Background: an optimization exercise with open tools, aiming at small area, a short achievable clock period and few clock cycles. Do not read the settings as production practice.
At most, simulation tests tie the RTL to the original design; equivalence was not proved.
Function not checked in runs 2 to 6: the RTL went through the layout flow alone.
Power is estimated from default activity; no workload was simulated.

==> design/flow/config.mk <==
export PLATFORM = sky130hd
export DESIGN_NAME = AEC
export DESIGN_NICKNAME = AEC
export VERILOG_FILES = /design/flow/design.v
export SDC_FILE = /design/flow/constraint.sdc
export NUM_CORES = 4
export LEC_CHECK = 0
export CAP_MARGIN = 20
export CORE_MARGIN = 2
export CORE_UTILIZATION = 30
export SLEW_MARGIN = 20
==> design/flow/constraint.sdc <==
create_clock -name core_clock -period 14.0 [get_ports {clk}]
set_input_delay 2.8000 -clock core_clock [delete_from_list [all_inputs] [get_ports {clk}]]
set_output_delay 2.8000 -clock core_clock [all_outputs]
set_load 0.01 [all_outputs]
==> design/flow/design.v <==
module AEC(clk, rst, ascii_in, ready, valid, result);
input clk;
input rst;
input ready;
input [7:0] ascii_in;
output valid;
output [6:0] result;
reg active;             
reg valid_r;            
reg c_dig;              
reg c_op;               
reg [3:0] c_val;        
wire inexpr = ready | active;
wire [7:0] a = ascii_in;
wire is_eq  = a[4] & a[3] & a[2];             
wire is_dig = a[6] | (a[4] & ~(a[3] & a[2]));  
wire is_op  = ~a[6] & ~a[4];                   
wire [2:0] a_inc = a[2:0] + 3'd1;
wire [3:0] dval = a[6] ? {1'b1, a_inc} : a[3:0];
always @(posedge clk) begin
	if (rst) begin
		active  <= 1'b0;
		valid_r <= 1'b0;
		c_dig   <= 1'b0;
		c_op    <= 1'b0;
	end else begin
		active  <= inexpr & ~is_eq;
		valid_r <= inexpr & is_eq;
		c_dig   <= inexpr & is_dig;
		c_op    <= inexpr & is_op;
	end
	c_val <= c_op_next_val;
end
wire [3:0] c_op_next_val = is_dig ? dval : {1'b0, a[2:0]};
reg [6:0] A, B;
reg [13:0] E0, E1, E2;    
reg [5:0] F;              
reg po;                   
wire k_lp  = c_op & (c_val[2:0] == 3'd0);    
wire k_rp  = c_op & (c_val[2:0] == 3'd1);    
wire k_mul = c_op & (c_val[2:0] == 3'd2);    
wire k_add = c_op & (c_val[2:0] == 3'd3);    
wire k_sub = c_op & (c_val[2:0] == 3'd5);    
wire [6:0] Asel = k_rp ? (F[0] ? E0[13:7] : 7'd0) : A;
wire [6:0] Bsel = k_rp ? (F[0] ? E0[6:0]  : 7'd1) : B;
wire [6:0] X    = k_rp ? A : (k_mul ? 7'h7f : {3'd0, c_val});
wire [6:0] P    = Bsel * X;
wire [6:0] Q    = Asel + P;
always @(posedge clk) begin
	if (rst) begin
		A  <= 7'd0;
		B  <= 7'd1;
		F  <= 6'd0;
		po <= 1'b0;
	end else begin
		po <= k_mul | k_add | k_sub;
		if (valid_r | k_lp) begin
			A <= 7'd0;
			B <= 7'd1;
		end else if (c_dig | k_rp) begin
			A <= Q;
			B <= P;
		end else if (k_mul) begin
			A <= Q;
		end else if (k_add) begin
			B <= 7'd1;
		end else if (k_sub) begin
			B <= 7'h7f;
		end
		if (k_lp)
			F <= {F[4:0], po};
		else if (k_rp)
			F <= {1'b0, F[5:1]};
	end
	if (k_lp & po) begin
		E0 <= {A, B};
		E1 <= E0;
		E2 <= E1;
	end else if (k_rp & F[0]) begin
		E0 <= E1;
		E1 <= E2;
	end
end
assign valid  = valid_r;
assign result = A;
endmodule
==> design/flow/run.sh <==
#!/bin/bash
# synth_recipe.tcl (not shown) runs the flow's synth.tcl, then flattens the netlist and writes it again
# the make line also repeats each setting of config.mk as NAME=value (left out here)
make -C /OpenROAD-flow-scripts/flow DESIGN_CONFIG=/design/flow/config.mk WORK_HOME=/design/flow/orfs CLKGATE_MAP_FILE= SYNTH_SCRIPT=/design/flow/synth_recipe.tcl finish
==> results of run 1 <==
==> placed cells by master, fill, tap and decap left out, types with 7 or more instances in the layout <==
cell,netlist,routed
xnor2_1,11,11
nand2_1,102,102
nand3_1,7,7
mux2i_1,10,10
a21o_1,7,7
ha_1,20,20
dfxtp_1,29,29
fa_1,8,8
a21oi_1,19,19
inv_1,10,10
nor2b_1,8,8
edfxtp_1,42,42
nor3_1,10,10
clkdlybuf4s50_1,0,16
nor2_1,49,49
clkbuf_16,0,9
==> Yosys cell counts, types with 2 or more instances <==
cell	n
o21bai_1	3
nor3_1	10
nand3_1	7
xor2_1	6
a21oi_2	3
a21oi_1	19
mux2i_1	10
fa_1	8
nor2_1	49
nand2b_1	6
o21ai_0	6
nor2b_1	8
or2_2	3
inv_1	10
dfxtp_1	29
ha_1	20
a21o_1	7
and3b_1	4
o21a_1	2
clkbuf_1	10
xnor2_1	11
a211oi_1	5
nand2_1	102
o21ai_1	3
buf_6	2
edfxtp_1	42
buf_1	4
and2_1	2
==> worst paths after layout <==
check / to / slack [ps] / depth (start not counted) / from
worst max register to register: A[6] / 7910 / 19 / c_val[0]
worst min register to register: E2[12] / 460 / 0 / E1[12]
worst min-delay path: E2[12] / 460 / 0 / E1[12]
worst max-delay path: A[6] / 7910 / 19 / c_val[0]
==> cell families after synthesis <==
logic type | share of synthesized area
compound gates | 0.0882
buf+inv | 0.0309
simple gates | 0.222
flops | 0.469
xor+xnor | 0.0538
fa+ha+maj | 0.104
mux | 0.0318
==> worst max-delay path, delay by kind of cell (launching register included) <==
kind,cells,cell delay [ps]
buf+inv,3,150
xor+xnor,3,870
simple gates,3,920
mux,2,370
compound gates,2,370
flops,1,790
fa+ha+maj,6,2470
==> through the flow <==
stage               cells  area [µm²]
finish                601        4570
global route          601        4570
CTS                   601        4560
detailed placement    585        4250
global placement      585        4250
floorplan             411        3930
==> layer usage <==
layer,track usage,vias up
li1,-,1418
met1,0.161,1379
met2,0.215,44
met3,0.0338,11
met4,0.0394,0
met5,0,-
==> power by group <==
part | internal [W] | leakage (nW) | switching [W]
Combinational | 0.0000423 | 1.10 | 0.0000474
Clock | 0.000156 | 0.151 | 0.0000875
Sequential | 0.000225 | 0.615 | 0.0000105
==> state kept, by name (all words and copies together) (netlist names) <==
name,flops
E2,14
active,1
B,7
E1,14
E0,14
c_val,4
c_dig,1
valid_r,1
po,1
F,6
c_op,1
A,7
==> layout make-up <==
type / instances / area [µm²]
Tap cell: 172 / 215
Clock buffer: 10 / 229
Multi-Input combinational cell: 312 / 1970
Fill cell: 1350 / 8160
Sequential cell: 71 / 1840
Clock inverter: 6 / 85.1
Timing Repair Buffer: 19 / 183
Inverter: 11 / 41.3
==> impl_table.tex, run 1 <==
\begin{tabular}{lr}
\hline
Metric & Value \\
\hline
\multicolumn{2}{l}{\textbf{Global route}} \\
\quad Wire length of the first global-routing pass & 14400 µm \\
\quad Global-route total usage across every layer & 0.128 \\
\quad Pin count of the biggest net entering global routing & 42 \\
\quad Antenna violations before repair & 0 \\
\quad Global-route congestion overflow total & 0 \\
\quad Vias in the first global route & 2961 \\
\multicolumn{2}{l}{\textbf{Placement}} \\
\quad Port Buf Inserts & 16 \\
\quad Worst slack at placement & between 7000 and 8000 ps \\
\quad Weighted congestion at the end of routability-driven global placement & around 0.89 \\
\quad Post-DP HPWL & $\sim$5700 µm \\
\multicolumn{2}{l}{\textbf{Synth}} \\
\quad Cell type with the largest total area after synthesis & edfxtp\_1 \\
\quad Total of flip-flops plus latches after synthesis & 71 \\
\quad Number of synthesized flops with an enable pin & 42 \\
\quad Post-synthesis area per instance & between 9 and 10 µm² \\
\quad Prevailing post-synth register cell & edfxtp\_1 \\
\quad Number of distinct library cells after synthesis & 48 \\
\quad Yosys top cell area share & 0.321 \\
\quad Sequential cell area fraction in the yosys report & 0.469 \\
\quad Share of flip-flops with an asynchronous set or reset & 0 \\
\quad Area contributors post-synth & edfxtp\_1 (32\%), dfxtp\_1 (15\%), nand2\_1 (9.7\%), ha\_1 (6.4\%), nor2\_1 (4.7\%) \\
\quad Syn\_nets & 450 \\
\quad Synthesized instance count & just over 400 \\
\quad Post-synth design cell area & between 0.003 and 0.004 mm² \\
\quad Warning count from the yosys run & 1 \\
\multicolumn{2}{l}{\textbf{Finish}} \\
\quad ANT cells & 0 \\
\quad Layout net count & 463 \\
\quad Area delta synth->final & 16.2\% \\
\quad Proportion of layout cells with a drive suffix above 1 & 0.0769 \\
\quad Fin util & 0.359 \\
\multicolumn{2}{l}{\textbf{Power and ir drop}} \\
\quad Total Power & 0.000569 W \\
\quad Lkg Pwr & $\sim$1.9 nW \\
\quad Worst vdd rail ir drop & 0.0569 mV \\
\quad PwrDens & roughly 120 mW/mm² \\
\multicolumn{2}{l}{\textbf{STA}} \\
\quad Setup Total Neg Slack & 0 ps \\
\quad Number of setup violations in the final report & 0 \\
\quad Final worst slack & slightly below 8000 ps \\
\quad Share of the cycle needed by the critical path after routing & 0.435 \\
\quad Final slew viol count & 0 \\
\quad Min cycle time layout & $\sim$6100 ps \\
\quad Final worst hold slack & about 460 ps \\
\quad RSZ-0062 raised after global routing & false \\
\quad Max-slew headroom at the worst pin & 0.465 \\
\quad Clock tree skew after final layout & between 7 and 8 ps \\
\quad Tightest Pin Transition & 799 ps \\
\quad Max Clock Freq & around 160 MHz \\
\quad Final number of hold-violating endpoints & 0 \\
\multicolumn{2}{l}{\textbf{Clock network}} \\
\quad Skew-Pair Late Insertion Delay & around 330 ps \\
\quad Longest Clk Path Bufs & 2 \\
\quad Clock edge transition at the registers on the reported setup and hold paths & 60 ps \\
\quad Total of hold buffers inserted after clock tree synthesis & 0 \\
\quad Number of gates resized after cts & 0 \\
\quad Clk root buf & clkbuf\_16 \\
\quad Num CTS Buffers & 9 \\
\quad CTS H-tree depth & 3 \\
\quad Post-CTS repair timing setup buffer count & 0 \\
\quad Clock Sink Count & 71 \\
\quad Clock tree from TritonCTS & built \\
\multicolumn{2}{l}{\textbf{Critical path}} \\
\quad Crit path max-delay cell type & dfxtp\_1 \\
\quad Classification of the worst setup path & reg2reg \\
\quad Biggest fanout along the worst timing path & 20 \\
\quad Largest stage delay on the critical path & 790 ps \\
\quad Worst path required time & about 14000 ps \\
\quad Crit-path cells & and4bb\_4 > mux2i\_1 > or2\_2 > fa\_1 > inv\_1 > ha\_1 > inv\_1 > fa\_1 > fa\_1 > inv\_1 > ha\_1 > xnor2\_1 > ha\_1 > a21o\_1 > a31oi\_1 > xnor2\_1 > xnor3\_1 > mux2i\_1 > nor2\_1 \\
\quad Startpoint type of the worst setup path & flop \\
\quad Worst setup EP type & flop \\
\quad Arrival time worst endpoint & 6280 ps \\
\multicolumn{2}{l}{\textbf{Detailed routing}} \\
\quad First-pass detailed-route iteration total & 5 \\
\quad Avg WL per Cell & roughly 14 µm \\
\quad Via density per instance & about 4.7 \\
\quad Drt first-iter violations & about 110 \\
\quad Post-detailed-route count of antenna-violating nets & 0 \\
\quad Met3 WL & about 380 µm \\
\quad Met2 wire length & about 4000 µm \\
\quad DRC violation count after routing & 0 \\
\quad Via Count & between 2k and 3k \\
\quad Routed metal-1 wire length & $\sim$4000 µm \\
\quad Uppermost signal routing layer after detailed routing & met4 \\
\quad Routed Wire Length & 8520 µm \\
\multicolumn{2}{l}{\textbf{Floorplanning}} \\
\quad DIE WIDTH & between 100 and 150 µm \\
\quad Initial core utilization & 0.309 \\
\quad I/O pin total & 19 \\
\quad Y dimension of the die & around 120 µm \\
\quad Area enclosed by the die boundary & $\sim$0.014 mm² \\
\quad Placeable core region & $\sim$0.013 mm² \\
\quad Number of rows created at floorplan & slightly above 40 \\
\multicolumn{2}{l}{\textbf{Job}} \\
\quad Maxcap violations & 0 \\
\multicolumn{2}{l}{\textbf{Min path}} \\
\quad Type of the worst min-delay path & reg2reg \\
\multicolumn{2}{l}{\textbf{Outcome}} \\
\quad Status & finished clean \\
\hline
\end{tabular}
Testbench counts, summed over its fixed seeds: cycles 27,544.
==> inputs of run 2 (changes only) <==
==> design/flow/design.v (replaced) <==
module AEC(clk, rst, ascii_in, ready, valid, result);
input clk;
input rst;
input ready;
input [7:0] ascii_in;
output valid;
output [6:0] result;
reg active;             
reg valid_r;            
reg k_dig, k_pm, k_mul, k_lp, k_rp;    
reg [3:0] xv;           
wire inexpr = ready | active;
wire [7:0] a = ascii_in;
wire is_eq  = a[4] & a[3] & a[2];              
wire is_dig = a[6] | (a[4] & ~(a[3] & a[2]));  
wire is_op  = ~a[6] & ~a[4];                   
wire [2:0] a_inc = a[2:0] + 3'd1;
wire [3:0] dval = a[6] ? {1'b1, a_inc} : a[3:0];
always @(posedge clk) begin
	if (rst) begin
		active  <= 1'b0;
		valid_r <= 1'b0;
		k_dig   <= 1'b0;
		k_pm    <= 1'b0;
		k_mul   <= 1'b0;
		k_lp    <= 1'b0;
		k_rp    <= 1'b0;
	end else begin
		active  <= inexpr & ~is_eq;
		valid_r <= inexpr & is_eq;
		k_dig   <= inexpr & is_dig;
		k_pm    <= inexpr & is_op & a[0] & (a[1] | a[2]);  
		k_mul   <= inexpr & is_op & ~a[0] & a[1];    
		k_lp    <= inexpr & is_op & ~a[0] & ~a[1];   
		k_rp    <= inexpr & is_op & a[0] & ~a[2] & ~a[1];  
	end
	xv <= a[6] ? {1'b1, a_inc} : (is_op & a[1] & ~a[0]) ? 4'hf : a[3:0];
end
reg [6:0] A, B;
reg [13:0] E0, E1, E2;    
reg [5:0] F;              
reg po;                   
wire [6:0] Asel = k_rp ? (F[0] ? E0[13:7] : 7'd0) : A;
wire [6:0] Bsel = k_rp ? (F[0] ? E0[6:0]  : 7'd1) : B;
wire [6:0] X    = k_rp ? A : {{3{k_mul}}, xv};
wire [6:0] P    = Bsel * X;
wire [6:0] Q    = Asel + P;
always @(posedge clk) begin
	if (rst) begin
		A  <= 7'd0;
		B  <= 7'd1;
		F  <= 6'd0;
		po <= 1'b0;
	end else begin
		po <= k_mul | k_pm;
		if (valid_r | k_lp) begin
			A <= 7'd0;
			B <= 7'd1;
		end else if (k_dig | k_rp) begin
			A <= Q;
			B <= P;
		end else if (k_mul) begin
			A <= Q;
		end else if (k_pm) begin
			B <= xv[2] ? 7'h7f : 7'd1;
		end
		if (k_lp)
			F <= {F[4:0], po};
		else if (k_rp)
			F <= {1'b0, F[5:1]};
	end
	if (k_lp & po) begin
		E0 <= {A, B};
		E1 <= E0;
		E2 <= E1;
	end else if (k_rp & F[0]) begin
		E0 <= E1;
		E1 <= E2;
	end
end
assign valid  = valid_r;
assign result = A;
endmodule
==> impl_table.tex, run 2 <==
\begin{tabular}{lr}
\hline
Metric & Value \\
\hline
\multicolumn{2}{l}{\textbf{Synth}} \\
\quad Total of flip-flops plus latches after synthesis & 74 (+4.2\%) \\
\quad Arithmetic-cell share of the synthesized area counting full adders, half adders and majority gates & 0.102 (-0.00196) \\
\quad Post-synth design cell area & 0.00401 mm² (+1.9\%) \\
\quad Share of flip-flops with an asynchronous set or reset & 0 (unchanged) \\
\quad Fraction of synthesized cell area in xor and xnor cells & 0.0465 (-0.00726) \\
\quad Multiplexer share of the synthesized area & 0.0872 (+0.0553) \\
\quad Area contributors post-synth & edfxtp\_1 (31\%), dfxtp\_1 (16\%), mux2\_2 (6.5\%), ha\_1 (6.2\%), a21oi\_1 (4.0\%) \\
\quad Post-synthesis area per instance & 10.6 µm² (+11\%) \\
\quad Synthesized-area fraction occupied by ao, oa, aoi and oai cells & 0.120 (+0.0315) \\
\quad Number of synthesized flops with an enable pin & 42 (unchanged) \\
\quad Prevailing post-synth register cell & edfxtp\_1 \\
\quad Sequential cell area fraction in the yosys report & 0.475 (+0.00621) \\
\quad Cell type with the largest total area after synthesis & edfxtp\_1 \\
\quad Warning count from the yosys run & 1 (unchanged) \\
\quad Synthesized instance count & 379 (-7.8\%) \\
\quad Dominant combinational cell family by area after synthesis & simple AND/OR/NAND/NOR gates \\
\quad Simple logic cell fraction of the synthesized area & 0.132 (-0.0904) \\
\quad Top cells by count, synth & edfxtp\_1 (42), nor2\_1 (42), a21oi\_1 (32), dfxtp\_1 (32), nand2\_1 (31) \\
\quad Number of distinct library cells after synthesis & 46 (-4.2\%) \\
\quad Yosys top cell area share & 0.315 (-0.00602) \\
\quad Syn\_nets & 418 (-7.1\%) \\
\multicolumn{2}{l}{\textbf{Finish}} \\
\quad Filler Cells Inserted & 1335 (-1.1\%) \\
\quad Register area & 0.00190 mm² (+3.3\%) \\
\quad Proportion of layout cells with a drive suffix above 1 & 0.121 (+0.0440) \\
\quad Area delta synth->final & 15.7\% \\
\quad Commonest non-fill, non-tap cells in the layout & edfxtp\_1 (42), nor2\_1 (42), dfxtp\_1 (32), a21oi\_1 (32), nand2\_1 (31) \\
\quad ANT cells & 0 (unchanged) \\
\quad Area taken by multi-input logic gates & 0.00195 mm² (-0.89\%) \\
\quad Layout net count & 431 (-6.9\%) \\
\quad Fin util & 0.353 (-0.00630) \\
\quad Largest registers & E0 x14, E1 x14, E2 x14 \\
\multicolumn{2}{l}{\textbf{Power and ir drop}} \\
\quad Worst vdd rail ir drop & 0.0606 mV (+6.5\%) \\
\quad PwrDens & 123 mW/mm² (-1.5\%) \\
\quad Lkg Pwr & 1.73 nW (-7.1\%) \\
\multicolumn{2}{l}{\textbf{Detailed routing}} \\
\quad Routed Wire Length & 8100 µm (-4.9\%) \\
\quad Via density per instance & 4.74 (-0.12\%) \\
\quad Via Count & 2716 (-4.8\%) \\
\quad DRC violation count after routing & 0 (unchanged) \\
\quad Avg WL per Cell & 14.1 µm (-0.21\%) \\
\quad Drt first-iter violations & 186 (+65\%) \\
\quad Post-detailed-route count of antenna-violating nets & 0 (unchanged) \\
\quad First-pass detailed-route iteration total & 4 (-1) \\
\multicolumn{2}{l}{\textbf{STA}} \\
\quad Setup Total Neg Slack & 0 ps (unchanged) \\
\quad Clock tree skew after final layout & 11.0 ps (+3.67 ps) \\
\quad Final slew viol count & 0 (unchanged) \\
\quad Min cycle time layout & 5260 ps (-831 ps) \\
\quad Tightest Pin Transition & 736 ps (-63.4 ps) \\
\quad Final number of hold-violating endpoints & 0 (unchanged) \\
\quad Max-slew headroom at the worst pin & 0.509 (+0.0437) \\
\quad Number of setup violations in the final report & 0 (unchanged) \\
\quad RSZ-0062 raised after global routing & false \\
\quad Max Clock Freq & 190 MHz (+16\%) \\
\quad Share of the cycle needed by the critical path after routing & 0.376 (-0.0594) \\
\multicolumn{2}{l}{\textbf{Critical path}} \\
\quad Startpoint type of the worst setup path & flop \\
\quad Worst path required time & 14190 ps (about the same) \\
\quad Worst setup EP type & flop \\
\quad Reg2reg path depth & 17 (-2) \\
\quad Setup crit end & B[6] \\
\quad Startpoint of the worst register-to-register path & k\_rp \\
\quad Reg-to-reg setup timing slack & 8740 ps (+830 ps) \\
\quad Timing startpoint of the critical path & k\_rp \\
\quad Biggest fanout along the worst timing path & 47 (+140\%) \\
\quad Endpoint of the worst register-to-register path & B[6] \\
\quad Arrival time worst endpoint & 5450 ps (-830 ps) \\
\quad Classification of the worst setup path & reg2reg \\
\multicolumn{2}{l}{\textbf{Floorplanning}} \\
\quad Y dimension of the die & 120 µm (+0.92\%) \\
\quad Area enclosed by the die boundary & 0.0143 mm² (+1.8\%) \\
\quad Number of rows created at floorplan & 42 (+2.4\%) \\
\quad I/O pin total & 19 (unchanged) \\
\quad Placeable core region & 0.0131 mm² (+3.3\%) \\
\quad DIE WIDTH & 120 µm (+0.92\%) \\
\quad Initial core utilization & 0.305 (-0.00405) \\
\multicolumn{2}{l}{\textbf{Global route}} \\
\quad Pin count of the biggest net entering global routing & 48 (+14\%) \\
\quad Antenna violations before repair & 1 (+1) \\
\quad Global-route congestion overflow total & 0 (unchanged) \\
\quad Wire length of the first global-routing pass & 13300 µm (-8.0\%) \\
\quad Vias in the first global route & 2664 (-10\%) \\
\quad Global-route total usage across every layer & 0.118 (-0.0104) \\
\multicolumn{2}{l}{\textbf{Clock network}} \\
\quad Number of gates resized after cts & 0 (unchanged) \\
\quad Clock Sink Count & 74 (+4.2\%) \\
\quad CTS H-tree depth & 3 (unchanged) \\
\quad Longest Clk Path Bufs & 2 (unchanged) \\
\quad Skew-Pair Late Insertion Delay & 340 ps (about the same) \\
\quad Clock tree from TritonCTS & built \\
\quad Total of hold buffers inserted after clock tree synthesis & 0 (unchanged) \\
\quad Post-CTS repair timing setup buffer count & 0 (unchanged) \\
\quad Clk root buf & clkbuf\_16 \\
\quad Num CTS Buffers & 9 (unchanged) \\
\quad Clock edge transition at the registers on the reported setup and hold paths & 50 ps (about the same) \\
\multicolumn{2}{l}{\textbf{Job}} \\
\quad Maxcap violations & 0 (unchanged) \\
\multicolumn{2}{l}{\textbf{Placement}} \\
\quad Weighted congestion at the end of routability-driven global placement & 0.851 (-3.9\%) \\
\quad Post-DP HPWL & 5760 µm (+1.8\%) \\
\quad Port Buf Inserts & 16 (unchanged) \\
\multicolumn{2}{l}{\textbf{Outcome}} \\
\quad Status & finished clean \\
\multicolumn{2}{l}{\textbf{Min path}} \\
\quad Type of the worst min-delay path & reg2reg \\
\hline
\end{tabular}
## run 2: cell count changes in the layout (fill, tap and decap cells not counted), sizes merged, moves of 4 or more
cell   change
a21o       -4
a21oi     +10
a32oi      +4
and3b      -4
inv        +8
mux2      +22
nand2     -71
nand3      -5
nor2       -7
o21ai      +8
or3        +4
xor2       -4
## run 2: worst max-delay path, stage by stage, from the launching register on
cell and delay, ps:
dfxtp_1 300, buf_4 430, and2_1 540, a21oi_1 270, nor2_1 210, fa_1 420, ha_1 210, inv_1 80
fa_1 440, fa_1 560, inv_1 50, ha_1 320, a21oi_1 220, xnor2_2 150, xnor3_1 390, xnor2_2 230
o211ai_1 130, nor2b_1 140
## run 2: worst min path at each step
stage                      from  endpoint  slack, ps  cells after the start
final                     E1[4]     E2[4]        440                      0
after detailed placement  E1[5]     E2[5]        430                      0
after global placement    E1[2]     E2[2]        430                      0
after global routing      E1[0]     E2[0]        460                      0
after CTS                 E1[4]     E2[4]        450                      0
after floorplan           E1[0]     E2[0]        420                      0
## run 2: through the flow
step | area, µm² | power [W] | hold slack, ps | worst slack (ps) | cells
final | 4630 | 0.000568 | 444 | 8740 | 573
after global routing | 4630 | 0.000595 | 462 | 8400 | 573
after CTS | 4630 | 0.000574 | 447 | 8730 | 573
after detailed placement | 4330 | 0.000341 | 431 | 8770 | 557
after global placement | 4330 | 0.000339 | 426 | 8820 | 557
after floorplan | 4010 | 0.000314 | 420 | 9190 | 379
## run 2: final cells by class
type / count / area share
clock buffer: 13 / 0.0562
clock inverter: 3 / 0.00837
inverter: 20 / 0.0162
multi-input combinational: 268 / 0.422
sequential: 74 / 0.411
tap: 176 / 0.0475
timing repair buffer: 19 / 0.0394
## run 2: where the power goes
part	switching (W)	leakage, nW	internal, W
logic	0.0000515	0.946	0.0000437
registers	0.00000845	0.639	0.000234
clock network	0.0000837	0.147	0.000147
total	0.000144	1.73	0.000424
## run 2: cell families (layout without fill, tap and decap cells)
family	count (synthesis)	after routing
compound gates	76	76
simple gates	114	114
buf+inv	37	55
flops	74	74
xor+xnor	18	18
mux	32	32
fa+ha+maj	28	28
## run 2: per-layer routing
layer / vias to the layer above / part of all wire / track usage
li1: 1375 / - / -
met1: 1288 / 0.50 / 0.164
met2: 44 / 0.45 / 0.179
met3: 9 / 0.042 / 0.0352
met4: 0 / 0.0094 / 0.0301
met5: - / 0 / 0
==> inputs of run 3 (changes only) <==
==> design/flow/flow/run.sh (new file) <==
#!/bin/bash
# Standard ORFS layout (the standard.sh) with a few extra make settings:
# a tighter setup repair target, plain buf_1 port buffers instead of the
# delay buffers buffer_ports picks by default, and no CTS dummy loads.
set -euo pipefail
MARGIN=$(cat flow/margin 2>/dev/null || echo 10)
bash standard.sh \
  "SETUP_SLACK_MARGIN=${MARGIN}" \
  "BUFFER_PORTS_ARGS=-buffer_cell sky130_fd_sc_hd__buf_1" \
  "CTS_ARGS=-sink_clustering_enable -repair_clock_nets -dont_use_dummy_load" \
  finish > standard_flow.log 2>&1
==> design/flow/flow/margin (new file) <==
10
==> design/flow/standard.sh (new file) <==
#!/bin/bash
# synth_recipe.tcl (not shown) runs the flow's synth.tcl, then flattens the netlist and writes it again
# the make line also repeats each setting of config.mk as NAME=value (left out here)
make -C /OpenROAD-flow-scripts/flow DESIGN_CONFIG=/design/flow/config.mk WORK_HOME=/design/flow/orfs CLKGATE_MAP_FILE= SYNTH_SCRIPT=/design/flow/synth_recipe.tcl "${@:-finish}"
removed: design/flow/run.sh
==> impl_table.tex, run 3 <==
\begin{tabular}{lr}
\hline
Metric & Value \\
\hline
\multicolumn{2}{l}{\textbf{Synth}} \\
\quad Area contributors post-synth & edfxtp\_1 (31\%), dfxtp\_1 (16\%), mux2\_2 (6.5\%), ha\_1 (6.2\%), a21oi\_1 (4.0\%) \\
\quad Syn\_nets & 418 (unchanged) \\
\quad Yosys top cell area share & 0.315 (unchanged) \\
\quad Total of flip-flops plus latches after synthesis & 74 (unchanged) \\
\quad Top cells by count, synth & edfxtp\_1 (42), nor2\_1 (42), a21oi\_1 (32), dfxtp\_1 (32), nand2\_1 (31) \\
\quad Number of distinct library cells after synthesis & 46 (unchanged) \\
\quad Synthesized instance count & 379 (unchanged) \\
\quad Prevailing post-synth register cell & edfxtp\_1 \\
\quad Number of synthesized flops with an enable pin & 42 (unchanged) \\
\quad Cell type with the largest total area after synthesis & edfxtp\_1 \\
\quad Post-synthesis area per instance & 10.6 µm² (unchanged) \\
\quad Warning count from the yosys run & 1 (unchanged) \\
\quad Sequential cell area fraction in the yosys report & 0.475 (unchanged) \\
\quad Post-synth design cell area & 0.00401 mm² (unchanged) \\
\quad Share of flip-flops with an asynchronous set or reset & 0 (unchanged) \\
\multicolumn{2}{l}{\textbf{Floorplanning}} \\
\quad DIE WIDTH & 120 µm (unchanged) \\
\quad Area enclosed by the die boundary & 0.0143 mm² (unchanged) \\
\quad Initial core utilization & 0.305 (unchanged) \\
\quad Placeable core region & 0.0131 mm² (unchanged) \\
\quad Y dimension of the die & 120 µm (unchanged) \\
\quad I/O pin total & 19 (unchanged) \\
\quad Number of rows created at floorplan & 42 (unchanged) \\
\multicolumn{2}{l}{\textbf{Detailed routing}} \\
\quad Post-detailed-route count of antenna-violating nets & 0 (unchanged) \\
\quad First-pass detailed-route iteration total & 5 (+1) \\
\quad Avg WL per Cell & 15.1 µm (+6.8\%) \\
\quad Via density per instance & 4.87 (+2.8\%) \\
\quad Via Count & 2821 (+3.9\%) \\
\quad DRC violation count after routing & 0 (unchanged) \\
\quad Drt first-iter violations & 215 (+16\%) \\
\quad Routed Wire Length & 8750 µm (+7.9\%) \\
\multicolumn{2}{l}{\textbf{Placement}} \\
\quad Placed Cells & 557 (unchanged) \\
\quad Weighted congestion at the end of routability-driven global placement & 0.823 (-3.4\%) \\
\quad Post-DP HPWL & 5770 µm (+0.19\%) \\
\quad Port Buf Inserts & 16 (unchanged) \\
\multicolumn{2}{l}{\textbf{Critical path}} \\
\quad Worst setup EP type & flop \\
\quad Worst path required time & 14190 ps (about the same) \\
\quad Arrival time worst endpoint & 4450 ps (-1000 ps) \\
\quad Startpoint type of the worst setup path & flop \\
\quad Classification of the worst setup path & reg2reg \\
\quad Biggest fanout along the worst timing path & 5 (-89\%) \\
\multicolumn{2}{l}{\textbf{STA}} \\
\quad RSZ-0062 raised after global routing & true \\
\quad Tightest Pin Transition & 727 ps (-9.20 ps) \\
\quad Final number of hold-violating endpoints & 0 (unchanged) \\
\quad Max Clock Freq & 235 MHz (+24\%) \\
\quad Number of setup violations in the final report & 0 (unchanged) \\
\quad Max-slew headroom at the worst pin & 0.515 (+0.00614) \\
\quad Min cycle time layout & 4260 ps (-1000 ps) \\
\quad Clock tree skew after final layout & 16.3 ps (+5.31 ps) \\
\quad Final slew viol count & 0 (unchanged) \\
\quad Setup Total Neg Slack & 0 ps (unchanged) \\
\quad Share of the cycle needed by the critical path after routing & 0.304 (-0.0716) \\
\multicolumn{2}{l}{\textbf{Power and ir drop}} \\
\quad Total Power & 0.000559 W (-1.5\%) \\
\quad Lkg Pwr & 1.77 nW (+2.5\%) \\
\quad Worst vdd rail ir drop & 0.0692 mV (+14\%) \\
\quad PwrDens & 115 mW/mm² (-6.1\%) \\
\quad Design internal power & 0.000410 W (-3.3\%) \\
\quad Combinational power share & 0.231 (+0.063) \\
\quad Part of the power in the clock network & 0.334 (-0.072) \\
\quad Switching Power & 0.000149 W (+3.7\%) \\
\quad Power share of the sequential group & 0.435 (+0.009) \\
\quad Sw Ratio & 0.266 (+0.0134) \\
\multicolumn{2}{l}{\textbf{Finish}} \\
\quad Final Non-Filler Cells & 579 (+1.0\%) \\
\quad Leading cell type in the layout, fill and taps excluded & edfxtp\_1 \\
\quad Proportion of layout cells with a drive suffix above 1 & 0.213 (+0.0925) \\
\quad Largest registers & E0 x14, E1 x14, E2 x14 \\
\quad Filler Cells Inserted & 1314 (-1.6\%) \\
\quad Commonest non-fill, non-tap cells in the layout & edfxtp\_1 (42), nor2\_1 (41), nand2\_1 (31) \\
\quad Layout net count & 444 (+3.0\%) \\
\quad Area delta synth->final & 21.3\% \\
\quad ANT cells & 0 (unchanged) \\
\multicolumn{2}{l}{\textbf{Clock network}} \\
\quad Clock edge transition at the registers on the reported setup and hold paths & 50 ps (about the same) \\
\quad Longest Clk Path Bufs & 2 (unchanged) \\
\quad Num CTS Buffers & 9 (unchanged) \\
\quad Skew-Pair Late Insertion Delay & 340 ps (about the same) \\
\quad Total of hold buffers inserted after clock tree synthesis & 0 (unchanged) \\
\quad CTS H-tree depth & 3 (unchanged) \\
\quad Clock tree from TritonCTS & built \\
\quad Clock Sink Count & 74 (unchanged) \\
\quad Clk root buf & clkbuf\_16 \\
\multicolumn{2}{l}{\textbf{Min path}} \\
\quad Type of the worst min-delay path & reg2reg \\
\multicolumn{2}{l}{\textbf{Global route}} \\
\quad Antenna violations before repair & 0 (-1) \\
\quad Pin count of the biggest net entering global routing & 37 (-23\%) \\
\quad Global-route congestion overflow total & 0 (unchanged) \\
\quad Wire length of the first global-routing pass & 14300 µm (+8.2\%) \\
\quad Global-route total usage across every layer & 0.129 (+0.0112) \\
\quad Vias in the first global route & 2766 (+3.8\%) \\
\multicolumn{2}{l}{\textbf{Job}} \\
\quad Maxcap violations & 0 (unchanged) \\
\multicolumn{2}{l}{\textbf{Outcome}} \\
\quad Status & finished clean \\
\hline
\end{tabular}
==> run 3: cell counts after synthesis <==
Identical to the previous run, type by type.
==> run 3: metal layers <==
layer  track usage  vias to the layer above  part of all wire
met4        0.0331                        0            0.0098
met2         0.199                       55              0.46
met3        0.0356                       11             0.038
met5             0                        -                 0
li1              -                     1388                 -
met1         0.178                     1367              0.49
==> run 3: logic make-up (layout without fill, tap and decap cells) <==
| group | count (synthesis) | after routing | synth area share |
|---|---|---|---|
| AND/OR/NAND/NOR | 114 | 114 | 0.132 |
| AO/OA/AOI/OAI | 76 | 76 | 0.120 |
| flip-flops | 74 | 74 | 0.475 |
| buffers and inverters | 37 | 61 | 0.0375 |
| multiplexers | 32 | 32 | 0.0872 |
| adder cells (fa/ha/maj) | 28 | 28 | 0.102 |
| XOR/XNOR | 18 | 18 | 0.0465 |
==> run 3: final timing paths <==
kind | to | depth (start not counted) | startpoint | slack, ps
max | A[6] | 16 | k_rp | 9740
min | E2[6] | 0 | E1[6] | 450
max reg2reg | A[6] | 16 | k_rp | 9740
min reg2reg | E2[6] | 0 | E1[6] | 450
==> run 3: final cells by class <==
cell class	count	area (µm²)	share of cell area
flip-flops and latches	74	1910	0.393
repair buffers	32	277	0.0569
inverters	20	75.1	0.0155
clock buffers	9	225	0.0464
multi-input cells	268	2150	0.443
well taps	176	220	0.0453
==> run 3: power by group through the flow <==
stage	clock network [W]	registers, W	logic, W
global route	0.000202	0.000244	0.000143
detailed placement	0	0.000247	0.0000970
CTS	0.000194	0.000243	0.000103
finish	0.000187	0.000243	0.000129
floorplan	0	0.000245	0.0000759
global placement	0	0.000247	0.0000945
==> run 3: metrics by stage <==
step           cell area, µm²  hold slack, ps  utilization  setup slack, ps
2_1_floorplan            4100             420            -             9800
3_3_place_gp             4290             429        0.327             9090
4_1_cts                  4700             449        0.358             9770
6_report                 4860             448        0.370             9740
3_5_place_dp             4290             433        0.327             9070
5_1_grt                  4860             451        0.370             9650
==> run 3: critical path, cell delays in order, from the launching register on <==
cell,delay (ps)
dfxtp_4,390
buf_12,130
and2b_2,250
a32o_2,240
fa_1,570
ha_4,230
ha_4,240
fa_1,510
ha_4,310
xor2_2,240
ha_4,250
o21ai_1,90
o21bai_1,110
a21oi_2,150
xnor2_1,150
xnor2_1,160
a211oi_2,80
==> run 3: repair_timing <==
item                       in CTS  in global routing
resized for setup              15                 17
setup endpoints to repair       7                  4
buffers inserted                6                  4
gates cloned                    2                  1
pin swaps                       7                  6
==> inputs of run 4 (changes only) <==
==> design/flow/flow/run.sh (replaced) <==
#!/bin/bash
# Runs the standard ORFS layout (standard.sh) with the extra make
# settings listed one per line in flow/make_args.
set -euo pipefail
mapfile -t extra < flow/make_args
bash standard.sh "${extra[@]}" finish > standard_flow.log 2>&1
==> design/flow/flow/make_args (new file) <==
SETUP_SLACK_MARGIN=10
BUFFER_PORTS_ARGS=-buffer_cell sky130_fd_sc_hd__buf_1
CTS_ARGS=-sink_clustering_enable -repair_clock_nets -dont_use_dummy_load -sink_clustering_size 40 -sink_clustering_max_diameter 150
removed: design/flow/flow/margin
==> impl_table.tex, run 4 <==
\begin{tabular}{lr}
\hline
Metric & Value \\
\hline
\multicolumn{2}{l}{\textbf{Synth}} \\
\quad Number of distinct library cells after synthesis & 46 (unchanged) \\
\quad Post-synth design cell area & 0.00401 mm² (unchanged) \\
\quad Yosys top cell area share & 0.315 (unchanged) \\
\quad Prevailing post-synth register cell & edfxtp\_1 \\
\quad Total of flip-flops plus latches after synthesis & 74 (unchanged) \\
\quad Syn\_nets & 418 (unchanged) \\
\quad Area contributors post-synth & edfxtp\_1 (31\%), dfxtp\_1 (16\%), mux2\_2 (6.5\%), ha\_1 (6.2\%), a21oi\_1 (4.0\%) \\
\quad Cell type with the largest total area after synthesis & edfxtp\_1 \\
\quad Post-synthesis area per instance & 10.6 µm² (unchanged) \\
\quad Synthesized instance count & 379 (unchanged) \\
\quad Number of synthesized flops with an enable pin & 42 (unchanged) \\
\quad Warning count from the yosys run & 1 (unchanged) \\
\quad Top cells by count, synth & edfxtp\_1 (42), nor2\_1 (42), a21oi\_1 (32), dfxtp\_1 (32), nand2\_1 (31) \\
\quad Sequential cell area fraction in the yosys report & 0.475 (unchanged) \\
\quad Share of flip-flops with an asynchronous set or reset & 0 (unchanged) \\
\multicolumn{2}{l}{\textbf{Critical path}} \\
\quad Startpoint type of the worst setup path & flop \\
\quad Crit path max-delay cell type & fa\_1 \\
\quad Crit-path cells & buf\_12 > and2b\_2 > a32o\_2 > fa\_1 > ha\_4 > ha\_4 > fa\_1 > ha\_4 > xor2\_2 > ha\_4 > o21ai\_1 > o21bai\_1 > a21oi\_2 > xnor2\_1 > xnor2\_1 > a211oi\_2 \\
\quad Worst path required time & 14190 ps (about the same) \\
\quad Worst setup EP type & flop \\
\quad Classification of the worst setup path & reg2reg \\
\quad Most common cell type on the critical path & ha\_4 \\
\quad Biggest fanout along the worst timing path & 5 (unchanged) \\
\quad Largest stage delay on the critical path & 570 ps (about the same) \\
\quad Category of cells accounting for the largest share of critical-path delay & adder cells \\
\quad Arrival time worst endpoint & 4450 ps (about the same) \\
\quad Buffers plus inverters on the worst setup path & 1 (unchanged) \\
\multicolumn{2}{l}{\textbf{Global route}} \\
\quad Wire length of the first global-routing pass & 14300 µm (unchanged) \\
\quad Pin count of the biggest net entering global routing & 37 (unchanged) \\
\quad Met1 track utilization from global routing & 0.178 (unchanged) \\
\quad Met2 global-route usage & 0.199 (unchanged) \\
\quad Most Crowded Layer GR & met2 \\
\quad Vias in the first global route & 2766 (unchanged) \\
\quad Global-route congestion overflow total & 0 (unchanged) \\
\quad Met3 demand-to-capacity share in global routing & 0.0356 (unchanged) \\
\quad Antenna violations before repair & 0 (unchanged) \\
\quad Global-route total usage across every layer & 0.129 (unchanged) \\
\multicolumn{2}{l}{\textbf{STA}} \\
\quad Clock tree skew after final layout & 16.3 ps (unchanged) \\
\quad Min cycle time layout & 4260 ps (unchanged) \\
\quad Tightest Pin Transition & 727 ps (unchanged) \\
\quad Max Clock Freq & 235 MHz (unchanged) \\
\quad Setup Total Neg Slack & 0 ps (unchanged) \\
\quad Share of the cycle needed by the critical path after routing & 0.304 (unchanged) \\
\quad Final slew viol count & 0 (unchanged) \\
\quad Max-slew headroom at the worst pin & 0.515 (unchanged) \\
\quad RSZ-0062 raised after global routing & true \\
\quad Final number of hold-violating endpoints & 0 (unchanged) \\
\quad Number of setup violations in the final report & 0 (unchanged) \\
\multicolumn{2}{l}{\textbf{Clock network}} \\
\quad Clock Sink Count & 74 (unchanged) \\
\quad Skew-Pair Late Insertion Delay & 340 ps (about the same) \\
\quad Longest Clk Path Bufs & 2 (unchanged) \\
\quad Clk root buf & clkbuf\_16 \\
\quad Total of hold buffers inserted after clock tree synthesis & 0 (unchanged) \\
\quad Clock edge transition at the registers on the reported setup and hold paths & 50 ps (about the same) \\
\quad CTS H-tree depth & 3 (unchanged) \\
\quad Num CTS Buffers & 9 (unchanged) \\
\quad Clock tree from TritonCTS & built \\
\multicolumn{2}{l}{\textbf{Power and ir drop}} \\
\quad Switching Power & 0.000149 W (unchanged) \\
\quad PwrDens & 115 mW/mm² (unchanged) \\
\quad Total Power & 0.000559 W (unchanged) \\
\quad Sw Ratio & 0.266 (unchanged) \\
\quad Part of the power in the clock network & 0.334 (about the same) \\
\quad Lkg Pwr & 1.77 nW (unchanged) \\
\quad Design internal power & 0.000410 W (unchanged) \\
\quad Worst vdd rail ir drop & 0.0692 mV (unchanged) \\
\quad Power share of the sequential group & 0.435 (about the same) \\
\quad Combinational power share & 0.231 (about the same) \\
\multicolumn{2}{l}{\textbf{Floorplanning}} \\
\quad Y dimension of the die & 120 µm (unchanged) \\
\quad Number of rows created at floorplan & 42 (unchanged) \\
\quad Area enclosed by the die boundary & 0.0143 mm² (unchanged) \\
\quad Placeable core region & 0.0131 mm² (unchanged) \\
\quad Initial core utilization & 0.305 (unchanged) \\
\quad I/O pin total & 19 (unchanged) \\
\quad DIE WIDTH & 120 µm (unchanged) \\
\multicolumn{2}{l}{\textbf{Placement}} \\
\quad Weighted congestion at the end of routability-driven global placement & 0.823 (unchanged) \\
\quad Post-DP HPWL & 5770 µm (unchanged) \\
\quad Port Buf Inserts & 16 (unchanged) \\
\multicolumn{2}{l}{\textbf{Finish}} \\
\quad Area delta synth->final & 21.3\% (unchanged) \\
\quad Proportion of layout cells with a drive suffix above 1 & 0.213 (unchanged) \\
\quad ANT cells & 0 (unchanged) \\
\quad Largest registers & E0 x14, E1 x14, E2 x14 \\
\quad Register area & 0.00191 mm² (unchanged) \\
\quad Commonest non-fill, non-tap cells in the layout & edfxtp\_1 (42), nor2\_1 (41), nand2\_1 (31) \\
\quad Filler Cells Inserted & 1314 (unchanged) \\
\quad Area taken by multi-input logic gates & 0.00215 mm² (unchanged) \\
\quad Leading cell type in the layout, fill and taps excluded & edfxtp\_1 \\
\quad Layout net count & 444 (unchanged) \\
\multicolumn{2}{l}{\textbf{Detailed routing}} \\
\quad Via density per instance & 4.87 (unchanged) \\
\quad Avg WL per Cell & 15.1 µm (unchanged) \\
\quad First-pass detailed-route iteration total & 5 (unchanged) \\
\quad Drt first-iter violations & 215 (unchanged) \\
\quad DRC violation count after routing & 0 (unchanged) \\
\quad Post-detailed-route count of antenna-violating nets & 0 (unchanged) \\
\quad Routed Wire Length & 8750 µm (unchanged) \\
\quad Via Count & 2821 (unchanged) \\
\multicolumn{2}{l}{\textbf{Outcome}} \\
\quad Status & finished clean \\
\multicolumn{2}{l}{\textbf{Min path}} \\
\quad Type of the worst min-delay path & reg2reg \\
\multicolumn{2}{l}{\textbf{Job}} \\
\quad Maxcap violations & 0 (unchanged) \\
\hline
\end{tabular}
==> run 4: cell counts after synthesis <==
No cell type changed its count.
==> run 4: final timing paths <==
| path | slack, ps | from | cells past startpoint | end |
|---|---|---|---|---|
| worst max-delay path | 9740 | k_rp | 16 | A[6] |
| worst min-delay path | 450 | E1[6] | 0 | E2[6] |
| worst max register to register | 9740 | k_rp | 16 | A[6] |
| worst min register to register | 450 | E1[6] | 0 | E2[6] |
==> run 4: metal layers <==
metal  vias to the layer above  wire length (µm)
met5                         -                 0
met4                         0                86
met3                        11               332
met2                        55              4040
met1                      1367              4290
li1                       1388                 -
==> run 4: cell type report <==
type,instances,area share
Tap cell,176,0.0453
Sequential cell,74,0.393
Inverter,20,0.0155
Timing Repair Buffer,32,0.0569
Multi-Input combinational cell,268,0.443
Clock buffer,9,0.0464
==> run 4: worst register-to-register path: stages, from the launching register on <==
cell	delay (ps)
dfxtp_4	390
buf_12	130
and2b_2	250
a32o_2	240
fa_1	570
ha_4	230
ha_4	240
fa_1	510
ha_4	310
xor2_2	240
ha_4	260
o21ai_1	90
o21bai_1	110
a21oi_2	150
xnor2_1	150
xnor2_1	160
a211oi_2	80
==> run 4: logic make-up after synthesis <==
kind of cell	synth area share
buffers and inverters	0.0375
DFF	0.475
adders and majority gates	0.102
muxes	0.0872
and+or+nand+nor	0.132
xor gates and xnor gates	0.0465
AOI/OAI and AO/OA	0.120
==> run 4: per-stage QoR <==
stage / std cells / utilization / hold slack, ps / instance area (µm²) / worst slack, ps
CTS: 574 / 0.358 / 449 / 4700 / 9770
global route: 579 / 0.370 / 451 / 4860 / 9650
finish: 579 / 0.370 / 448 / 4860 / 9740
detailed placement: 557 / 0.327 / 433 / 4290 / 9070
floorplan: 379 / - / 420 / 4100 / 9800
global placement: 557 / 0.327 / 429 / 4290 / 9090
==> run 4: power by group through the flow <==
stage | registers, W | logic [W] | clock network [W]
floorplan | 0.000245 | 0.0000759 | 0
global placement | 0.000247 | 0.0000945 | 0
detailed placement | 0.000247 | 0.0000970 | 0
CTS | 0.000243 | 0.000103 | 0.000194
global route | 0.000244 | 0.000143 | 0.000202
finish | 0.000243 | 0.000129 | 0.000187
==> run 4: what timing repair did <==
| action | in CTS | in global routing |
|---|---|---|
| setup buffers | 6 | 4 |
| gates resized for setup | 15 | 17 |
| pin swaps | 7 | 6 |
| setup endpoints to repair | 7 | 4 |
| hold endpoints to repair | 0 | 0 |
| cloned | 2 | 1 |
==> inputs of run 5 (changes only) <==
==> design/flow/flow/make_args (replaced) <==
SETUP_SLACK_MARGIN=10
BUFFER_PORTS_ARGS=-buffer_cell sky130_fd_sc_hd__buf_1
CTS_ARGS=-sink_clustering_enable -repair_clock_nets -dont_use_dummy_load
--- a/design/flow/config.mk
+++ b/design/flow/config.mk
@@ -7,5 +7,6 @@
 export LEC_CHECK = 0
+export ABC_AREA = 1
 export CAP_MARGIN = 20
 export CORE_MARGIN = 2
-export CORE_UTILIZATION = 30
+export CORE_UTILIZATION = 50
 export SLEW_MARGIN = 20
==> impl_table.tex, run 5 <==
\begin{tabular}{lr}
\hline
Metric & Value \\
\hline
\multicolumn{2}{l}{\textbf{Synth}} \\
\quad Synthesized instance count & 488 (+29\%) \\
\quad Warning count from the yosys run & 1 (unchanged) \\
\quad Number of synthesized flops with an enable pin & 42 (unchanged) \\
\quad Fraction of synthesized cell area in xor and xnor cells & 0.0170 (-0.0295) \\
\quad Total of flip-flops plus latches after synthesis & 74 (unchanged) \\
\quad Post-synthesis area per instance & 8.43 µm² (-20\%) \\
\quad Post-synth design cell area & 0.00411 mm² (+2.7\%) \\
\quad Syn\_nets & 527 (+26\%) \\
\quad Arithmetic-cell share of the synthesized area counting full adders, half adders and majority gates & 0.0998 (-0.00271) \\
\quad Synthesized-area fraction occupied by ao, oa, aoi and oai cells & 0.119 (-0.00104) \\
\quad Number of distinct library cells after synthesis & 41 (-11\%) \\
\quad Top cells by count, synth & nand2\_1 (134), inv\_1 (85), edfxtp\_1 (42), o21ai\_0 (36), dfxtp\_1 (32) \\
\quad Area contributors post-synth & edfxtp\_1 (31\%), dfxtp\_1 (16\%), nand2\_1 (12\%), inv\_1 (7.8\%), ha\_1 (6.1\%) \\
\quad Share of flip-flops with an asynchronous set or reset & 0 (unchanged) \\
\quad Multiplexer share of the synthesized area & 0 (-0.0872) \\
\quad Simple logic cell fraction of the synthesized area & 0.202 (+0.0701) \\
\quad Cell type with the largest total area after synthesis & edfxtp\_1 \\
\quad Most frequently used cell type in the post-synthesis netlist & nand2\_1 \\
\quad Yosys top cell area share & 0.307 (-0.00833) \\
\quad Prevailing post-synth register cell & edfxtp\_1 \\
\quad Dominant combinational cell family by area after synthesis & simple AND/OR/NAND/NOR gates \\
\quad Sequential cell area fraction in the yosys report & 0.462 (-0.0126) \\
\multicolumn{2}{l}{\textbf{Detailed routing}} \\
\quad First-pass detailed-route iteration total & 5 (unchanged) \\
\quad Via Count & 3167 (+12\%) \\
\quad Drt first-iter violations & 185 (-14\%) \\
\quad Via density per instance & 5.08 (+4.2\%) \\
\quad Routed Wire Length & 8840 µm (+1.1\%) \\
\quad Avg WL per Cell & 14.2 µm (-6.2\%) \\
\quad Post-detailed-route count of antenna-violating nets & 0 (unchanged) \\
\quad DRC violation count after routing & 0 (unchanged) \\
\multicolumn{2}{l}{\textbf{Finish}} \\
\quad Layout net count & 560 (+26\%) \\
\quad Filler Cells Inserted & 752 (-43\%) \\
\quad ANT cells & 0 (unchanged) \\
\quad Final instance area & 0.00480 mm² (-1.2\%) \\
\quad Fin util & 0.593 (+0.223) \\
\quad Largest registers & E0 x14, E1 x14, E2 x14 \\
\quad Proportion of layout cells with a drive suffix above 1 & 0.154 (-0.0593) \\
\quad Leading cell type in the layout, fill and taps excluded & nand2\_1 \\
\quad Area delta synth->final & 16.6\% \\
\quad Commonest non-fill, non-tap cells in the layout & nand2\_1 (128), inv\_1 (80), edfxtp\_1 (42) \\
\multicolumn{2}{l}{\textbf{STA}} \\
\quad Final number of hold-violating endpoints & 0 (unchanged) \\
\quad RSZ-0062 raised after global routing & true \\
\quad Clock tree skew after final layout & 22.1 ps (+5.81 ps) \\
\quad Share of the cycle needed by the critical path after routing & 0.296 (-0.00827) \\
\quad Max Clock Freq & 242 MHz (+2.8\%) \\
\quad Min cycle time layout & 4140 ps (-116 ps) \\
\quad Final worst slack & 9860 ps (+116 ps) \\
\quad Max-slew headroom at the worst pin & 0.503 (-0.0117) \\
\quad Setup Total Neg Slack & 0 ps (unchanged) \\
\quad Number of setup violations in the final report & 0 (unchanged) \\
\quad Tightest Pin Transition & 744 ps (+17.6 ps) \\
\quad Final slew viol count & 0 (unchanged) \\
\multicolumn{2}{l}{\textbf{Power and ir drop}} \\
\quad Switching Power & 0.000151 W (+1.1\%) \\
\quad Combinational power share & 0.284 (+0.053) \\
\quad Sw Ratio & 0.298 (+0.0318) \\
\quad Lkg Pwr & 2.19 nW (+23\%) \\
\quad Total Power & 0.000506 W (-9.6\%) \\
\quad Design internal power & 0.000355 W (-14\%) \\
\quad PwrDens & 105 mW/mm² (-8.5\%) \\
\quad Power share of the sequential group & 0.470 (+0.035) \\
\quad Worst vdd rail ir drop & 0.0485 mV (-30\%) \\
\quad Part of the power in the clock network & 0.246 (-0.088) \\
\multicolumn{2}{l}{\textbf{Job}} \\
\quad Maxcap violations & 0 (unchanged) \\
\multicolumn{2}{l}{\textbf{Global route}} \\
\quad Wire length of the first global-routing pass & 14700 µm (+2.4\%) \\
\quad Global-route congestion overflow total & 0 (unchanged) \\
\quad Pin count of the biggest net entering global routing & 54 (+46\%) \\
\quad Global-route total usage across every layer & 0.218 (+0.0890) \\
\quad Antenna violations before repair & 0 (unchanged) \\
\quad Vias in the first global route & 3022 (+9.3\%) \\
\multicolumn{2}{l}{\textbf{Clock network}} \\
\quad Clk root buf & clkbuf\_8 \\
\quad Skew-Pair Late Insertion Delay & 340 ps (about the same) \\
\quad Num CTS Buffers & 9 (unchanged) \\
\quad CTS H-tree depth & 3 (unchanged) \\
\quad Clock Sink Count & 74 (unchanged) \\
\quad Total of hold buffers inserted after clock tree synthesis & 0 (unchanged) \\
\quad Clock edge transition at the registers on the reported setup and hold paths & 70 ps (+20 ps) \\
\quad Longest Clk Path Bufs & 2 (unchanged) \\
\quad Clock tree from TritonCTS & built \\
\multicolumn{2}{l}{\textbf{Outcome}} \\
\quad Status & finished clean \\
\multicolumn{2}{l}{\textbf{Critical path}} \\
\quad Classification of the worst setup path & reg2reg \\
\quad Worst path required time & 14210 ps (+20 ps) \\
\quad Worst setup EP type & flop \\
\quad Reg2reg path depth & 19 (+3) \\
\quad Biggest fanout along the worst timing path & 5 (unchanged) \\
\quad Arrival time worst endpoint & 4350 ps (-100 ps) \\
\quad Startpoint type of the worst setup path & flop \\
\multicolumn{2}{l}{\textbf{Min path}} \\
\quad Min-Delay Path Depth & 2 (+2) \\
\quad Type of the worst min-delay path & reg2reg \\
\multicolumn{2}{l}{\textbf{Floorplanning}} \\
\quad DIE WIDTH & 94.7 µm (-21\%) \\
\quad Y dimension of the die & 94.7 µm (-21\%) \\
\quad Placeable core region & 0.00809 mm² (-38\%) \\
\quad Initial core utilization & 0.508 (+0.203) \\
\quad Area enclosed by the die boundary & 0.00897 mm² (-37\%) \\
\quad I/O pin total & 19 (unchanged) \\
\quad Number of rows created at floorplan & 33 (-21\%) \\
\multicolumn{2}{l}{\textbf{Placement}} \\
\quad Worst slack at placement & 9320 ps (+256 ps) \\
\quad Port Buf Inserts & 16 (unchanged) \\
\quad Weighted congestion at the end of routability-driven global placement & 0.853 (+3.7\%) \\
\quad Post-DP HPWL & 6280 µm (+8.7\%) \\
\quad Placed cell areas & 0.00427 mm² (-0.58\%) \\
\hline
\end{tabular}
-- run 5: cell count changes in the layout (fill, tap and decap cells not counted), moves of 13 or more --
cell | previous run | this run
nand2_1 | 31 | 128
o21ai_0 | 15 | 35
nor2_1 | 41 | 20
a21oi_1 | 27 | 14
mux2_2 | 23 | 0
inv_1 | 18 | 80
-- run 5: final cells by class --
| cell class | count | area (µm²) | area share |
|---|---|---|---|
| repair buffers | 35 | 277 | 0.0576 |
| well taps | 105 | 131 | 0.0274 |
| clock buffers | 9 | 124 | 0.0258 |
| multi-input cells | 314 | 2020 | 0.421 |
| inverters | 87 | 339 | 0.0707 |
| flip-flops and latches | 74 | 1910 | 0.397 |
-- run 5: power by group through the flow --
stage	registers (W)	clock network, W	logic, W
final	0.000238	0.000124	0.000144
after global routing	0.000238	0.000135	0.000160
after CTS	0.000237	0.000129	0.000131
after detailed placement	0.000242	0	0.000105
after global placement	0.000242	0	0.000103
after floorplan	0.000242	0	0.0000796
-- run 5: cell families after synthesis --
family / after synthesis
simple gates: 196
buf+inv: 100
compound gates: 82
flops: 74
fa+ha+maj: 28
xor+xnor: 8
-- run 5: metrics by stage --
stage               hold slack, ps  cells
finish                         463    624
global route                   476    624
CTS                            465    623
detailed placement             439    600
global placement               451    600
floorplan                      427    488
-- run 5: path summary, 6_finish.rpt --
check	endpoint	slack, ps	startpoint
max	A[6]	9860	k_rp
min	F[5]	460	F[5]
max reg2reg	A[6]	9860	k_rp
min reg2reg	F[5]	460	F[5]
-- run 5: what timing repair did --
action,4_1_cts,5_1_grt
resized for setup,32,18
setup buffers,12,1
cloned,2,0
endpoints found under the setup margin,6,4
pin swaps,9,10
-- run 5: metal layers --
layer / GRT usage / vias to the layer above / routed length (µm)
met1: 0.303 / 1460 / 4250
met3: 0.0431 / 8 / 312
met5: 0 / - / 0
met2: 0.341 / 51 / 4180
li1: - / 1648 / -
met4: 0.0749 / 0 / 104
-- run 5: critical path, stage by stage (launching register included) --
cell and delay [ps]:
dfxtp_4 360, buf_12 130, buf_16 130, o21ai_4 190, nand2_2 80, fa_1 560
inv_1 50, ha_1 290, inv_2 60, fa_1 410, fa_1 500, inv_2 50
ha_4 290, xor2_4 180, ha_4 230, a21oi_4 130, xnor2_2 130, nand3_1 90
nand2_1 90, a21oi_2 50
==> inputs of run 6 (changes only) <==
==> design/flow/flow/make_args (replaced) <==
SETUP_SLACK_MARGIN=10
BUFFER_PORTS_ARGS=-buffer_cell sky130_fd_sc_hd__buf_1
CTS_ARGS=-sink_clustering_enable -repair_clock_nets -dont_use_dummy_load -buf_list sky130_fd_sc_hd__clkbuf_4
==> impl_table.tex, run 6 <==
\begin{tabular}{lr}
\hline
Metric & Value \\
\hline
\multicolumn{2}{l}{\textbf{Clock network}} \\
\quad Clock Sink Count & 74 (unchanged) \\
\quad Clock tree from TritonCTS & built \\
\quad Num CTS Buffers & 9 (unchanged) \\
\quad Longest Clk Path Bufs & 2 (unchanged) \\
\quad Clk root buf & clkbuf\_4 \\
\quad CTS H-tree depth & 3 (unchanged) \\
\quad Clock edge transition at the registers on the reported setup and hold paths & 110 ps (+40 ps) \\
\quad Total of hold buffers inserted after clock tree synthesis & 0 (unchanged) \\
\quad Skew-Pair Late Insertion Delay & 430 ps (+90 ps) \\
\multicolumn{2}{l}{\textbf{Detailed routing}} \\
\quad Via Count & 3153 (-0.44\%) \\
\quad Routed Wire Length & 8840 µm (about the same) \\
\quad First-pass detailed-route iteration total & 4 (-1) \\
\quad Met2 wire length & 4200 µm (+0.45\%) \\
\quad Uppermost signal routing layer after detailed routing & met4 \\
\quad Routed metal-1 wire length & 4260 µm (+0.24\%) \\
\quad Via density per instance & 5.05 (-0.44\%) \\
\quad Drt first-iter violations & 180 (-2.7\%) \\
\quad DRC violation count after routing & 0 (unchanged) \\
\quad Post-detailed-route count of antenna-violating nets & 0 (unchanged) \\
\quad Met3 WL & 246 µm (-21\%) \\
\quad Avg WL per Cell & 14.2 µm (about the same) \\
\multicolumn{2}{l}{\textbf{Critical path}} \\
\quad Crit path max-delay cell type & fa\_1 \\
\quad Worst setup EP type & flop \\
\quad Worst path required time & 14300 ps (+90 ps) \\
\quad Largest stage delay on the critical path & 560 ps (about the same) \\
\quad Classification of the worst setup path & reg2reg \\
\quad Biggest fanout along the worst timing path & 6 (+1) \\
\quad Arrival time worst endpoint & 4450 ps (+100 ps) \\
\quad Most common cell type on the critical path & fa\_1 \\
\quad Startpoint type of the worst setup path & flop \\
\quad Reg-to-reg setup timing slack & 9850 ps (about the same) \\
\quad Crit-path cells & buf\_12 > buf\_16 > o21ai\_4 > nand2\_2 > fa\_1 > inv\_1 > ha\_1 > inv\_2 > fa\_1 > fa\_1 > inv\_2 > ha\_4 > xor2\_4 > ha\_4 > buf\_4 > xor2\_1 > o211ai\_1 > inv\_1 \\
\multicolumn{2}{l}{\textbf{STA}} \\
\quad RSZ-0062 raised after global routing & true \\
\quad Number of setup violations in the final report & 0 (unchanged) \\
\quad Final slew viol count & 0 (unchanged) \\
\quad Max-slew headroom at the worst pin & 0.500 (-0.00350) \\
\quad Share of the cycle needed by the critical path after routing & 0.297 (+0.000951) \\
\quad Tightest Pin Transition & 749 ps (+5.24 ps) \\
\quad Setup Total Neg Slack & 0 ps (unchanged) \\
\quad Min cycle time layout & 4150 ps (+13.3 ps) \\
\quad Max Clock Freq & 241 MHz (-0.32\%) \\
\quad Clock tree skew after final layout & 35.3 ps (+13.2 ps) \\
\quad Final number of hold-violating endpoints & 0 (unchanged) \\
\multicolumn{2}{l}{\textbf{Floorplanning}} \\
\quad Area enclosed by the die boundary & 0.00897 mm² (unchanged) \\
\quad DIE WIDTH & 94.7 µm (unchanged) \\
\quad Initial core utilization & 0.508 (unchanged) \\
\quad Placeable core region & 0.00809 mm² (unchanged) \\
\quad Number of rows created at floorplan & 33 (unchanged) \\
\quad I/O pin total & 19 (unchanged) \\
\quad Y dimension of the die & 94.7 µm (unchanged) \\
\multicolumn{2}{l}{\textbf{Synth}} \\
\quad Top cells by count, synth & nand2\_1 (134), inv\_1 (85), edfxtp\_1 (42), o21ai\_0 (36), dfxtp\_1 (32) \\
\quad Sequential cell area fraction in the yosys report & 0.462 (unchanged) \\
\quad Number of synthesized flops with an enable pin & 42 (unchanged) \\
\quad Share of flip-flops with an asynchronous set or reset & 0 (unchanged) \\
\quad Multiplexer share of the synthesized area & 0 (unchanged) \\
\quad Warning count from the yosys run & 1 (unchanged) \\
\quad Synthesized instance count & 488 (unchanged) \\
\quad Total of flip-flops plus latches after synthesis & 74 (unchanged) \\
\quad Number of distinct library cells after synthesis & 41 (unchanged) \\
\quad Arithmetic-cell share of the synthesized area counting full adders, half adders and majority gates & 0.0998 (unchanged) \\
\quad Area contributors post-synth & edfxtp\_1 (31\%), dfxtp\_1 (16\%), nand2\_1 (12\%), inv\_1 (7.8\%), ha\_1 (6.1\%) \\
\quad Simple logic cell fraction of the synthesized area & 0.202 (unchanged) \\
\quad Syn\_nets & 527 (unchanged) \\
\quad Most frequently used cell type in the post-synthesis netlist & nand2\_1 \\
\quad Fraction of synthesized cell area in xor and xnor cells & 0.0170 (unchanged) \\
\quad Synthesized-area fraction occupied by ao, oa, aoi and oai cells & 0.119 (unchanged) \\
\quad Cell type with the largest total area after synthesis & edfxtp\_1 \\
\quad Post-synthesis area per instance & 8.43 µm² (unchanged) \\
\quad Yosys top cell area share & 0.307 (unchanged) \\
\quad Post-synth design cell area & 0.00411 mm² (unchanged) \\
\quad Dominant combinational cell family by area after synthesis & simple AND/OR/NAND/NOR gates \\
\quad Prevailing post-synth register cell & edfxtp\_1 \\
\multicolumn{2}{l}{\textbf{Placement}} \\
\quad Weighted congestion at the end of routability-driven global placement & 0.853 (unchanged) \\
\quad Port Buf Inserts & 16 (unchanged) \\
\quad Post-DP HPWL & 6280 µm (unchanged) \\
\quad Placed Cells & 600 (unchanged) \\
\multicolumn{2}{l}{\textbf{Finish}} \\
\quad Proportion of layout cells with a drive suffix above 1 & 0.146 (-0.00771) \\
\quad Commonest non-fill, non-tap cells in the layout & nand2\_1 (129), inv\_1 (81), edfxtp\_1 (42) \\
\quad ANT cells & 0 (unchanged) \\
\quad Layout net count & 560 (unchanged) \\
\quad Largest registers & E0 x14, E1 x14, E2 x14 \\
\quad Area delta synth->final & 14.3\% \\
\quad Leading cell type in the layout, fill and taps excluded & nand2\_1 \\
\quad Final Non-Filler Cells & 624 (unchanged) \\
\multicolumn{2}{l}{\textbf{Power and ir drop}} \\
\quad Lkg Pwr & 2.16 nW (-1.6\%) \\
\quad Worst vdd rail ir drop & 0.0462 mV (-4.7\%) \\
\quad Total Power & 0.000471 W (-6.8\%) \\
\quad PwrDens & 100 mW/mm² (-4.9\%) \\
\multicolumn{2}{l}{\textbf{Global route}} \\
\quad Pin count of the biggest net entering global routing & 54 (unchanged) \\
\quad Wire length of the first global-routing pass & 14600 µm (-0.33\%) \\
\quad Vias in the first global route & 3013 (-0.30\%) \\
\quad Antenna violations before repair & 0 (unchanged) \\
\quad Global-route congestion overflow total & 0 (unchanged) \\
\quad Global-route total usage across every layer & 0.218 (about the same) \\
\multicolumn{2}{l}{\textbf{Job}} \\
\quad Maxcap violations & 0 (unchanged) \\
\multicolumn{2}{l}{\textbf{Min path}} \\
\quad Type of the worst min-delay path & reg2reg \\
\multicolumn{2}{l}{\textbf{Outcome}} \\
\quad Status & finished clean \\
\hline
\end{tabular}
==> run 6: what timing repair did <==
action | in CTS | in global routing
pin swaps | 9 | 6
setup buffers | 11 | 2
resized for setup | 30 | 11
cloned | 2 | 0
endpoints found under the setup margin | 6 | 5
==> run 6: metrics by stage <==
step	hold WS, ps	utilization	area [µm²]	setup slack (ps)
global placement	451	0.527	4270	9370
global route	486	0.581	4700	9610
detailed placement	439	0.527	4270	9320
finish	461	0.581	4700	9850
CTS	461	0.571	4620	9820
floorplan	427	-	4130	10010
==> run 6: worst max-delay path: cells and delay by family (launching register included) <==
kind | cells | cell delay, ps
AO/OA/AOI/OAI | 2 | 350
AND/OR/NAND/NOR | 1 | 80
flip-flops | 1 | 380
buffers and inverters | 7 | 600
XOR/XNOR | 2 | 340
adder cells (fa/ha/maj) | 6 | 2280
==> run 6: per-layer routing <==
metal | vias to the layer above | GRT usage
met3 | 13 | 0.0431
met1 | 1454 | 0.303
met4 | 0 | 0.0737
li1 | 1648 | -
met2 | 38 | 0.341
met5 | - | 0
==> run 6: worst paths after layout <==
path | start | to | cells after the start
worst min-delay path | k_pm | po | 2
worst min register to register | k_pm | po | 2
worst max-delay path | k_rp | A[5] | 18
worst max register to register | k_rp | A[5] | 18
==> run 6: power by group <==
part           internal [W]  switching, W  leakage (nW)  total (W)
registers          0.000233    0.00000402         0.641   0.000237
logic             0.0000615     0.0000785          1.47   0.000140
clock network     0.0000299     0.0000642        0.0414  0.0000941
==> run 6: cells by family (layout without fill, tap and decap cells) <==
| group | count (synthesis) | in the layout |
|---|---|---|
| AO/OA/AOI/OAI | 82 | 82 |
| XOR/XNOR | 8 | 8 |
| adder cells (fa/ha/maj) | 28 | 28 |
| buffers and inverters | 100 | 131 |
| flip-flops | 74 | 74 |
| AND/OR/NAND/NOR | 196 | 196 |
==> run 6: cell type report <==
type	count	area, µm²
timing repair buffer	35	273
fill	766	3390
clock buffer	9	67.6
inverter	87	334
sequential	74	1910
multi-input combinational	314	1990
tap	105	131

-- static timing again, ports no longer ideal --
In the flow no input, the clock included, has a driving cell. The finished layouts below were timed again as built, in two steps.
Step 1: set_driving_cell puts a clkbuf_16 on clk and a buf_2 on each other input, an assumption about the parent block.
Step 2 times the ports against the registers' clock, not the clock port: input delays grow and output delays shrink by t, the midpoint of the rising clock arrivals with the driver on.
a / b / c = ideal / step 1 / step 2; a / b = the first two.
run | t, ns | setup slack, ns | hold WS [ns] | latest minus earliest clock arrival (ns) | cell pins on the clock port's net
run 1 | 0.367 | 7.911 / 7.911 / 7.911 | 0.455 / 0.455 / 0.455 | 0.008 / 0.009 | 1
run 2 | 0.363 | 8.742 / 8.742 / 8.742 | 0.444 / 0.444 / 0.444 | 0.011 / 0.011 | 1
run 3 | 0.362 | 9.744 / 9.744 / 9.744 | 0.448 / 0.448 / 0.448 | 0.017 / 0.017 | 1
run 4 | 0.362 | 9.744 / 9.744 / 9.744 | 0.448 / 0.448 / 0.448 | 0.017 / 0.017 | 1
run 5 | 0.365 | 9.860 / 9.860 / 9.860 | 0.463 / 0.463 / 0.463 | 0.022 / 0.023 | 1
run 6 | 0.439 | 9.847 / 9.847 / 9.847 | 0.461 / 0.461 / 0.461 | 0.036 / 0.035 | 1
After both steps every run listed still meets setup and hold.
